From an optimization exercise on the open Yosys and OpenROAD flow, aimed at small area, a short achievable clock period and few clock cycles per item; shortcuts taken in it are not production practice.
No functional check of the RTL was part of this run.

File: flow/flow/run.sh
#!/bin/bash
# Standard layout (the standard.sh), with
#  - the port buffers made of plain buffer cells (buf_1) instead of the
#    delay-buffer cells buffer_ports picks by default (every input and
#    output port still gets its own buffer);
#  - timing repair asked to over-fix setup by 6.25 ns (the constraints and
#    the clock period are unchanged);
#  - a clock tree with larger sink clusters and no dummy loads.
set -o pipefail
export BUFFER_PORTS_ARGS="-buffer_cell sky130_fd_sc_hd__buf_1"
export SETUP_SLACK_MARGIN=6.25
export CTS_ARGS="-sink_clustering_enable -repair_clock_nets -dont_use_dummy_load -sink_clustering_size 20 -sink_clustering_max_diameter 70 -buf_list sky130_fd_sc_hd__clkbuf_8"
bash standard.sh > standard_flow.log 2>&1
File: flow/standard.sh
#!/bin/bash
# synth_recipe.tcl (not shown) runs the flow's synth.tcl, then flattens the netlist and writes it again
# the make line also repeats each setting of config.mk as NAME=value (left out here)
make -C /OpenROAD-flow-scripts/flow DESIGN_CONFIG=/design/flow/config.mk WORK_HOME=/design/flow/orfs CLKGATE_MAP_FILE= SYNTH_SCRIPT=/design/flow/synth_recipe.tcl "${@:-finish}"
File: flow/config.mk
export PLATFORM = sky130hd
export DESIGN_NAME = ml_demodulator
export DESIGN_NICKNAME = ml_demodulator
export VERILOG_FILES = /design/flow/design.v
export SDC_FILE = /design/flow/constraint.sdc
export NUM_CORES = 4
export LEC_CHECK = 0
export ABC_AREA = 1
export CAP_MARGIN = 20
export CORE_MARGIN = 2
export CORE_UTILIZATION = 55
export PLACE_DENSITY = 0.7
export SLEW_MARGIN = 20
File: flow/constraint.sdc
create_clock -name core_clock -period 11.0 [get_ports {i_clk}]
set_input_delay 2.2000 -clock core_clock [delete_from_list [all_inputs] [get_ports {i_clk}]]
set_output_delay 2.2000 -clock core_clock [all_outputs]
set_load 0.01 [all_outputs]
File: flow/design.v
module rsmul (
    r_r, 
    r_i, 
    s_r, 
    mul_r, 
    mul_i
);
    input signed [5:0] r_r, r_i;
    input [1:0] s_r;
    output signed [8:0] mul_r, mul_i;
    wire signed [2:0] s;
    assign s = {1'b0, s_r};
    assign mul_r = s * r_r;
    assign mul_i = s * r_i;
endmodule
module ml_demodulator(
    i_clk,
    i_reset,
    i_trig,
    i_y_hat,
    i_r,
    i_rd_rdy,
    o_rd_vld,
    o_llr,
    o_hard_bit
);
input i_clk;
input i_reset;
input i_trig;
input [159:0] i_y_hat;
input [319:0] i_r;
input i_rd_rdy;
output o_rd_vld;
output [7:0] o_llr;
output o_hard_bit;
function [11:0] abs1;             
    input [11:0] x;
    abs1 = x[11] ? ~x : x;
endfunction
function [11:0] sx10;             
    input [9:0] x;
    sx10 = {{2{x[9]}}, x};
endfunction
function [9:0] rsx;
    input [9:0] r, i;
    input s, t;
    rsx = (r ^ {10{s}}) + (i ^ {10{t}});
endfunction
function [11:0] wmin;
    input [11:0] x;
    input [9:0]  a;
    reg   [11:0] w;
    begin
        w = abs1(x) + {3'b111, a[8:0]} + {11'd0, ~x[11]};
        wmin = {1'b0, abs1(w)} & 12'h7ff;      
    end
endfunction
function warg;
    input [11:0] x;
    input [9:0]  a;
    warg = a[9] ? (~x[11] | (&x)) : x[11];
endfunction
wire [39:0] r34, r24, r14, r23, r13, r12;
wire [19:0] r44, r33, r22, r11;
assign {r44, r34, r24, r14, r33, r23, r13, r22, r12, r11} = i_r;
wire [39:0] y4 = i_y_hat[159:120], y3 = i_y_hat[119:80], y2 = i_y_hat[79:40], y1 = i_y_hat[39:0];
reg [5:0] y4r, y4i, y3r, y3i, y2r, y2i, y1r, y1i;
reg [9:0] q44, q33, q22, q11;
reg [9:0] q34r, q34i, q24r, q24i, q14r, q14i, q23r, q13r, q13i, q12r, q12i;
reg [7:0] q23i;
always @(posedge i_clk) begin
    if (i_trig) begin
        y4r <= y4[18:13]; y4i <= y4[38:33];
        y3r <= y3[18:13]; y3i <= y3[38:33];
        y2r <= y2[18:13]; y2i <= y2[38:33];
        y1r <= y1[18:13]; y1i <= y1[38:33];
        q44 <= r44[19:10]; q33 <= r33[19:10]; q22 <= {r22[19], ~(r22[18:10] ^ {9{r22[19]}})};
        q11 <= {r11[19], ~(r11[18:10] ^ {9{r11[19]}})};
        q34r <= r34[19:10]; q34i <= r34[39:30];
        q24r <= r24[19:10]; q24i <= r24[39:30];
        q14r <= r14[19:10]; q14i <= r14[39:30];
        q23r <= r23[19:10]; q23i <= r23[39:32];
        q13r <= r13[19:10]; q13i <= r13[39:30];
        q12r <= r12[19:10]; q12i <= r12[39:30];
    end
end
function [11:0] y12;
    input [5:0] y;
    reg [7:0] t;
    begin
        t = {{2{y[5]}}, y} + {y[5], y, 1'b0};
        y12 = {{2{t[7]}}, t, 2'b00};
    end
endfunction
reg        run;         
reg [2:0]  idx;         
reg        vB, vC, vD;
reg [2:0]  idxD;        
always @(posedge i_clk or posedge i_reset) begin
    if (i_reset) begin
        run <= 1'b0; idx <= 3'd0;
        vB <= 1'b0; vC <= 1'b0; vD <= 1'b0;
        idxD <= 3'd0;
    end else begin
        if (i_trig) begin
            run <= 1'b1; idx <= 3'd0;
        end else if (run) begin
            idx <= idx + 3'd1;
            if (idx == 3'd7) run <= 1'b0;
        end
        vB <= run; vC <= vB; vD <= vC;
        if (vD) idxD <= idxD + 3'd1;
    end
end
wire [1:0] j4 = idx[2:1];
wire       k  = idx[0];
wire [9:0]  rs44r = q44 ^ {{9{j4[0]}}, 1'b1};
wire [9:0]  rs44i = q44 ^ {{9{j4[1]}}, 1'b1};
wire [11:0] a4r = y12(y4r) - sx10(rs44r);     
wire [11:0] a4i = y12(y4i) - sx10(rs44i);
wire [10:0] a4ra = abs1(a4r);
wire [10:0] a4ia = abs1(a4i);
wire [10:0] l4 = {1'b0, a4ra[9:0]} + {1'b0, a4ia[9:0]};
wire [9:0]  rs34r = rsx(q34r, q34i, j4[0], ~j4[1]);
wire [9:0]  rs34i = rsx(q34r, q34i, j4[1],  j4[0]);
wire [11:0] u3r = y12(y3r) - sx10(rs34r);
wire [11:0] x3ra = u3r - sx10(q33);
wire [11:0] x3rb = u3r - sx10(~q33);
wire [11:0] x3i  = y12(y3i) - sx10(rs34i) - sx10(q33 ^ {10{k}});
wire [9:0]  rs24r = rsx(q24r, q24i, j4[0], ~j4[1]);
wire [9:0]  rs24i = rsx(q24r, q24i, j4[1],  j4[0]);
wire [11:0] u2r = (y12(y2r) | 12'd2) - sx10(rs24r);
wire [11:0] u2i = (y12(y2i) | 12'd2) - sx10(rs24i);
wire [9:0]  rs23ra = q23r + {q23i ^ {8{~k}}, 2'b00};
wire [9:0]  rs23rb = (q23r ^ 10'h3fc) + {q23i ^ {8{~k}}, 2'b00};
wire [9:0]  rs23ia = {q23r[9:1] ^ {9{k}}, 1'b0} + {q23i[7:1], 3'b0};
wire [9:0]  rs23ib = {q23r[9:1] ^ {9{k}}, 1'b0} + {~q23i[7:1], 3'b0};
wire [11:0] x2ra = u2r - sx10(rs23ra);
wire [11:0] x2rb = u2r - sx10(rs23rb);
wire [11:0] x2ia = u2i - sx10(rs23ia);
wire [11:0] x2ib = u2i - sx10(rs23ib);
wire [9:0]  rs14r = rsx(q14r, q14i, j4[0], ~j4[1]);
wire [9:0]  rs14i = rsx(q14r, q14i, j4[1],  j4[0]);
wire [11:0] u1r = y12(y1r) - sx10(rs14r);
wire [11:0] u1i = y12(y1i) - sx10(rs14i);
wire [11:0] x1bra = u1r - sx10(rsx(q13r, q13i, 1'b0, ~k));
wire [11:0] x1brb = u1r - sx10(rsx(q13r, q13i, 1'b1, ~k));
wire [11:0] x1bia = u1i - sx10(rsx(q13r, q13i, k, 1'b0));
wire [11:0] x1bib = u1i - sx10(rsx(q13r, q13i, k, 1'b1));
reg [11:0] x3raB, x3rbB, x3iB;
reg [11:0] x2raB, x2iaB, x2rbB, x2ibB;
reg [11:0] x1braB, x1biaB, x1brbB, x1bibB;
reg [10:0] lB;
always @(posedge i_clk) begin
    x3raB <= x3ra; x3rbB <= x3rb; x3iB <= x3i;
    x2raB <= x2ra; x2iaB <= x2ia; x2rbB <= x2rb; x2ibB <= x2ib;
    x1braB <= x1bra; x1biaB <= x1bia; x1brbB <= x1brb; x1bibB <= x1bib;
    lB <= l4;
end
wire [11:0] l3i = abs1(x3iB);
wire        p2ra = warg(x2raB, q22);
wire        p2ia = warg(x2iaB, q22);
wire        p2rb = warg(x2rbB, q22);
wire        p2ib = warg(x2ibB, q22);
wire [12:0] lBa = lB + abs1(x3raB) + l3i + wmin(x2raB, q22) + wmin(x2iaB, q22);
wire [12:0] lBb = lB + abs1(x3rbB) + l3i + wmin(x2rbB, q22) + wmin(x2ibB, q22);
wire [11:0] x1ra = x1braB - sx10(rsx(q12r, q12i, p2ra, ~p2ia));
wire [11:0] x1ia = x1biaB - sx10(rsx(q12r, q12i, p2ia,  p2ra));
wire [11:0] x1rb = x1brbB - sx10(rsx(q12r, q12i, p2rb, ~p2ib));
wire [11:0] x1ib = x1bibB - sx10(rsx(q12r, q12i, p2ib,  p2rb));
reg [11:0] x1raC, x1iaC, x1rbC, x1ibC;
reg [12:0] lCa, lCb;
reg [1:0]  p2aC, p2bC;
always @(posedge i_clk) begin
    x1raC <= x1ra; x1iaC <= x1ia; x1rbC <= x1rb; x1ibC <= x1ib;
    lCa <= lBa; lCb <= lBb;
    p2aC <= {p2ia, p2ra}; p2bC <= {p2ib, p2rb};
end
wire [12:0] tCa = lCa + wmin(x1raC, q11) + wmin(x1iaC, q11);
wire [12:0] tCb = lCb + wmin(x1rbC, q11) + wmin(x1ibC, q11);
reg [12:0] tDa, tDb;
reg [1:0]  p1aD, p1bD, p2aD, p2bD;
always @(posedge i_clk) begin
    tDa <= tCa; tDb <= tCb;
    p1aD <= {warg(x1iaC, q11), warg(x1raC, q11)};
    p1bD <= {warg(x1ibC, q11), warg(x1rbC, q11)};
    p2aD <= p2aC; p2bD <= p2bC;
end
reg [12:0] best;
reg [7:0]  res;
reg        have;
reg [2:0]  ptr;
wire first = idxD == 3'd0;
wire ua = first | (tDa < best);
wire ub = tDb < best;
wire ba = tDb < tDa;
wire selb = vD & (ua ? ba : ub);
wire sela = vD & ua & ~ba;
wire last = vD & (idxD == 3'd7);
wire rd   = i_rd_rdy & (have | last);
always @(posedge i_clk) begin
    if (sela) begin
        best <= tDa;
        res  <= {idxD, 1'b0, p2aD, p1aD};
    end else if (selb) begin
        best <= tDb;
        res  <= {idxD, 1'b1, p2bD, p1bD};
    end
end
always @(posedge i_clk or posedge i_reset) begin
    if (i_reset) begin
        have <= 1'b0;
        ptr  <= 3'd0;
    end else begin
        if (last) begin
            have <= 1'b1;
            ptr  <= {2'b00, i_rd_rdy};
        end else if (rd) begin
            ptr <= ptr + 3'd1;
            if (ptr == 3'd7) have <= 1'b0;
        end
    end
end
assign o_rd_vld   = rd;
assign o_hard_bit = last ? (sela ? p1aD[0] : selb ? p1bD[0] : res[0]) : res[ptr];
assign o_llr      = {o_hard_bit, 6'b000000, 1'b1};
endmodule
==> run summary <==
# TYPE chip_impl_metric gauge
chip_impl_info{name="status",value="no timing/DRC/antenna violations"} 1
chip_impl_metric{name="route.vias.total",unit=""} 31702
chip_impl_metric{name="fill_cells",unit=""} 6560
chip_impl_info{name="critPathSlowestCell",value="edfxtp_1"} 1
chip_impl_metric{name="row_count",unit=""} 101
chip_impl_metric{name="finalHoldViolCount",unit=""} 0
chip_impl_metric{name="fp.dieW",unit="um"} 282.1
chip_impl_metric{name="final_core_util",unit="%"} 61.76
chip_impl_info{name="worst-setup-path-type",value="flop to primary output"} 1
chip_impl_metric{name="avgViaCountPerCell",unit=""} 5.141
chip_impl_metric{name="clock_tree.buffer_depth",unit=""} 3
chip_impl_metric{name="layoutNonFillerInstCount",unit=""} 6167
chip_impl_metric{name="antenna_found_initial",unit=""} 2
chip_impl_metric{name="max_slew.worst_pin.slew",unit="ps"} 906.7
chip_impl_metric{name="clock_insertion_delay_worst_skew",unit="ps"} 670
chip_impl_metric{name="cp_max_fo",unit=""} 2
chip_impl_metric{name="final.setup.tns",unit="ps"} 0
chip_impl_metric{name="maxClockFrequency",unit="MHz"} 207.1
chip_impl_metric{name="ys.warnings.count",unit=""} 1
chip_impl_metric{name="hpwl",unit="um"} 79080
chip_impl_metric{name="ant_nets",unit=""} 0
chip_impl_metric{name="detailedRoute.firstPassIterationCount",unit=""} 5
chip_impl_metric{name="cts.htree.levels",unit=""} 2
chip_impl_metric{name="maxSlewViolCount",unit=""} 0
chip_impl_metric{name="core-area",unit="mm^2"} 0.07620
chip_impl_metric{name="top_level_ports",unit=""} 494
chip_impl_metric{name="setup_violations",unit=""} 0
chip_impl_metric{name="gr-usage-all-layers",unit="%"} 23.77
chip_impl_metric{name="timing.slew.headroom",unit="%"} 39.55
chip_impl_metric{name="route.final.wire_length",unit="um"} 96840
chip_impl_metric{name="cts_made_buffers",unit=""} 41
chip_impl_metric{name="design.die.area",unit="mm^2"} 0.07959
chip_impl_metric{name="place.gp.congestion",unit=""} 0.9233
chip_impl_metric{name="synth_area_per_cell",unit="um^2"} 8.801
chip_impl_metric{name="drt-initial-drc-count",unit=""} 1683
chip_impl_info{name="path_cells",value="inv_2 -> ha_4 -> nand2_4 -> inv_2 -> nand3_4 -> nor3_4 -> o21ai_1 -> nand2_2 -> nand3_2 -> nand2_4 -> clkinvlp_4 -> nand3_2 -> nand2_2 -> o21ai_2 -> inv_1 -> buf_2"} 1
chip_impl_metric{name="via_count_of_the_first_global_routing_pass",unit=""} 30102
chip_impl_metric{name="cts_num_sinks",unit=""} 491
chip_impl_info{name="hp-class",value="flop to flop"} 1
chip_impl_metric{name="route.detailed.wl_per_inst",unit="um"} 15.70
chip_impl_metric{name="drc",unit=""} 0
chip_impl_info{name="top_post_synthesis_cells_by_area",value="ha_1 (17%), edfxtp_1 (16%), xor2_1 (13%), dfxtp_1 (12%), fa_1 (6.8%)"} 1
chip_impl_metric{name="grt_first_pass_wirelength",unit="um"} 149900
chip_impl_metric{name="drv_cap",unit=""} 0
chip_impl_metric{name="area_growth_syn_to_layout",unit="%"} 10.62
chip_impl_info{name="grt_setup_unrepaired",value="yes"} 1
chip_impl_metric{name="setup_slack",unit="ps"} 6172
chip_impl_metric{name="clock_skew",unit="ps"} 93.20
chip_impl_metric{name="dp_cells",unit=""} 6021
chip_impl_metric{name="cts_hold_repair.buffers",unit=""} 0
chip_impl_info{name="synth_area_leader_cell",value="ha_1"} 1
chip_impl_metric{name="grt_start_max_net_pins",unit=""} 153
chip_impl_metric{name="netlist_area",unit="mm^2"} 0.04254
chip_impl_metric{name="synth_largest_type_area_fraction",unit="%"} 16.88
chip_impl_metric{name="postSynthRegisterBits",unit=""} 491
chip_impl_info{name="critical_path_capture_point_type",value="primary output"} 1
chip_impl_metric{name="final_layout_size_suffix_gt1_share",unit="%"} 7.671
chip_impl_metric{name="finalNetCount",unit=""} 6340
chip_impl_metric{name="ys_types",unit=""} 52
chip_impl_metric{name="arrival_time_of_data_at_the_critical_path_endpoint",unit="ps"} 2630
chip_impl_metric{name="critPathMaxStageDelay",unit="ps"} 360
chip_impl_metric{name="dpl_worst_slack",unit="ps"} 5639
chip_impl_info{name="timing.critical_path.from_type",value="flop"} 1
chip_impl_metric{name="worstPathRequired",unit="ps"} 8800
chip_impl_metric{name="ys_seq_area_share",unit="%"} 28.59
chip_impl_metric{name="clk_pin_slew",unit="ps"} 110
chip_impl_metric{name="period_needed",unit="ps"} 4828
chip_impl_metric{name="portBuffers",unit=""} 212
chip_impl_metric{name="syn-instance-count",unit=""} 4834
chip_impl_metric{name="fin_crit_sh",unit="%"} 43.89
chip_impl_metric{name="grt-ovfl-total",unit=""} 0
chip_impl_info{name="clk_root_buffer_cell",value="clkbuf_8"} 1
chip_impl_metric{name="start_util",unit="%"} 55.83
chip_impl_metric{name="chipHeight",unit="um"} 282.1
chip_impl_info{name="tritoncts",value="yes"} 1
[cells by family after synthesis]
logic type | synth area share [%]
AO/OA/AOI/OAI | 10.37
XOR/XNOR | 18.73
adder cells (fa/ha/maj) | 23.66
buffers and inverters | 7.459
flip-flops | 28.59
multiplexers | 0.07940
other | 0.01765
AND/OR/NAND/NOR | 11.09
[area by class of cell]
type | instances | area (um^2) | area share [%]
Antenna cell | 1 | 2.502 | 0.005318
Clock buffer | 41 | 564.3 | 1.199
Inverter | 749 | 2818 | 5.988
Multi-Input combinational cell | 3532 | 28400 | 60.35
Sequential cell | 491 | 12200 | 25.92
Tap cell | 1030 | 1289 | 2.739
Timing Repair Buffer | 322 | 1782 | 3.786
Timing Repair inverter | 1 | 5.005 | 0.01064
[routing by layer]
metal | vias to the layer above | GRT usage [%] | part of all wire (%)
li1 | 16361 | - | -
met1 | 14568 | 33.75 | 48
met2 | 629 | 37.89 | 44
met3 | 142 | 2.940 | 4.8
met4 | 2 | 7.133 | 3.0
met5 | - | 0 | 0.013
[flip-flops by register name, summed over array words and instances (netlist names), 11 cells and up]
register and cells:
x1rbC 12, x1raC 12, x1braB 12, x1biaB 12, lCa 13, x1ibC 12
x3raB 12, x1iaC 12, lCb 13, x1bibB 12, best 13, tDa 13
lB 11, x2ibB 12, tDb 13, x1brbB 12, x3rbB 12, x2rbB 12
x3iB 12
[timing repair]
item,4_1_cts,5_1_grt
pin swaps,25,91
gates cloned,2,2
buffers inserted,40,60
setup endpoints to repair,77,65
resized for setup,99,196
[worst paths after layout]
path	start	end	slack (ps)	cells after the start
max	best[12]	o_llr[7]	6170	16
min	p2bC[0]	p2bD[0]	340	0
max in group asynchronous	i_reset	idx[1]	8660	2
min in group asynchronous	i_reset	vD	1700	2
min reg2reg	p2bC[0]	p2bD[0]	340	0
max reg2reg	x2raB[11]	lCa[11]	6190	27
[Yosys cell counts (all sizes together)]
library cell    n
a211oi         15
a21boi         14
a21o           40
a21oi         427
a31oi          24
and2            2
buf            53
clkbuf         15
conb            2
dfrtp          14
dfxtp         251
edfxtp        226
fa            144
ha            574
inv           749
mux2            3
nand2         650
nand3         175
nand3b         16
nand4          23
nor2          188
nor3           41
nor4            9
o2111ai         5
o211ai         25
o21a            2
o21ai         164
o21bai         40
o221ai          1
o22ai           2
o311ai          6
o31ai          18
or2             9
xnor2         265
xor2          642
[cells in the final DEF (no fill, tap or decap), types with 11 or more instances in the layout]
master,n
xnor2_2,19
buf_1,207
a21oi_1,397
xor2_1,619
inv_2,16
xor2_2,18
o21ai_1,32
nand3b_1,16
nand4_1,23
xnor2_1,239
buf_4,97
dfxtp_1,240
ha_1,552
nand3_2,12
clkbuf_8,41
inv_1,731
o211ai_1,25
o21ai_2,14
nor2_1,181
nand2_1,615
a21o_1,40
a211oi_1,15
a21oi_2,29
nand3_1,161
o21bai_1,39
nor3_1,35
dfrtp_1,11
a31oi_1,19
nand2_2,26
o31ai_1,18
o21ai_0,117
edfxtp_1,226
fa_1,140
ha_4,19
[worst max-delay path, delay by kind of cell, from the launching register on]
| family | cells | cell delay (ps) |
|---|---|---|
| AO/OA/AOI/OAI | 2 | 210 |
| adder cells (fa/ha/maj) | 1 | 280 |
| buffers and inverters | 5 | 420 |
| flip-flops | 1 | 360 |
| AND/OR/NAND/NOR | 8 | 710 |
[metrics by stage]
stage	hold WS (ps)	area, um^2
finish	339.3	47060
global route	347.5	47060
CTS	338.3	45680
detailed placement	312.1	44370
global placement	310.7	44370
floorplan	309.6	42560

## re-timing with driven ports
No port has a modelled driver above. Below, the same layout with a new extraction and two added sets of constraints.
Step 1 sets driving cells, clkbuf_16 on the clock port and buf_2 on the other inputs (assumed; they add their load-dependent delay and slew).
Step 2 moves the port delays by t, midway between the first and last clock arrival at a register: inputs arrive t later, outputs are due t later. That takes back most of the time a late clock gives input paths.
a / b / c = ideal ports / drivers / drivers and shift; a / b = the first two.
t (ns): 0.688
setup slack, ns: 6.172 / 6.109 / 6.191
clock arrival spread, ns: 0.097 / 0.097
worst register clock-pin slew, ns: 0.12 / 0.12
After both steps setup and hold are still met in this run. For this run, drivers alone change the setup slack by -0.063 ns; drivers and shift together by +0.019 ns.
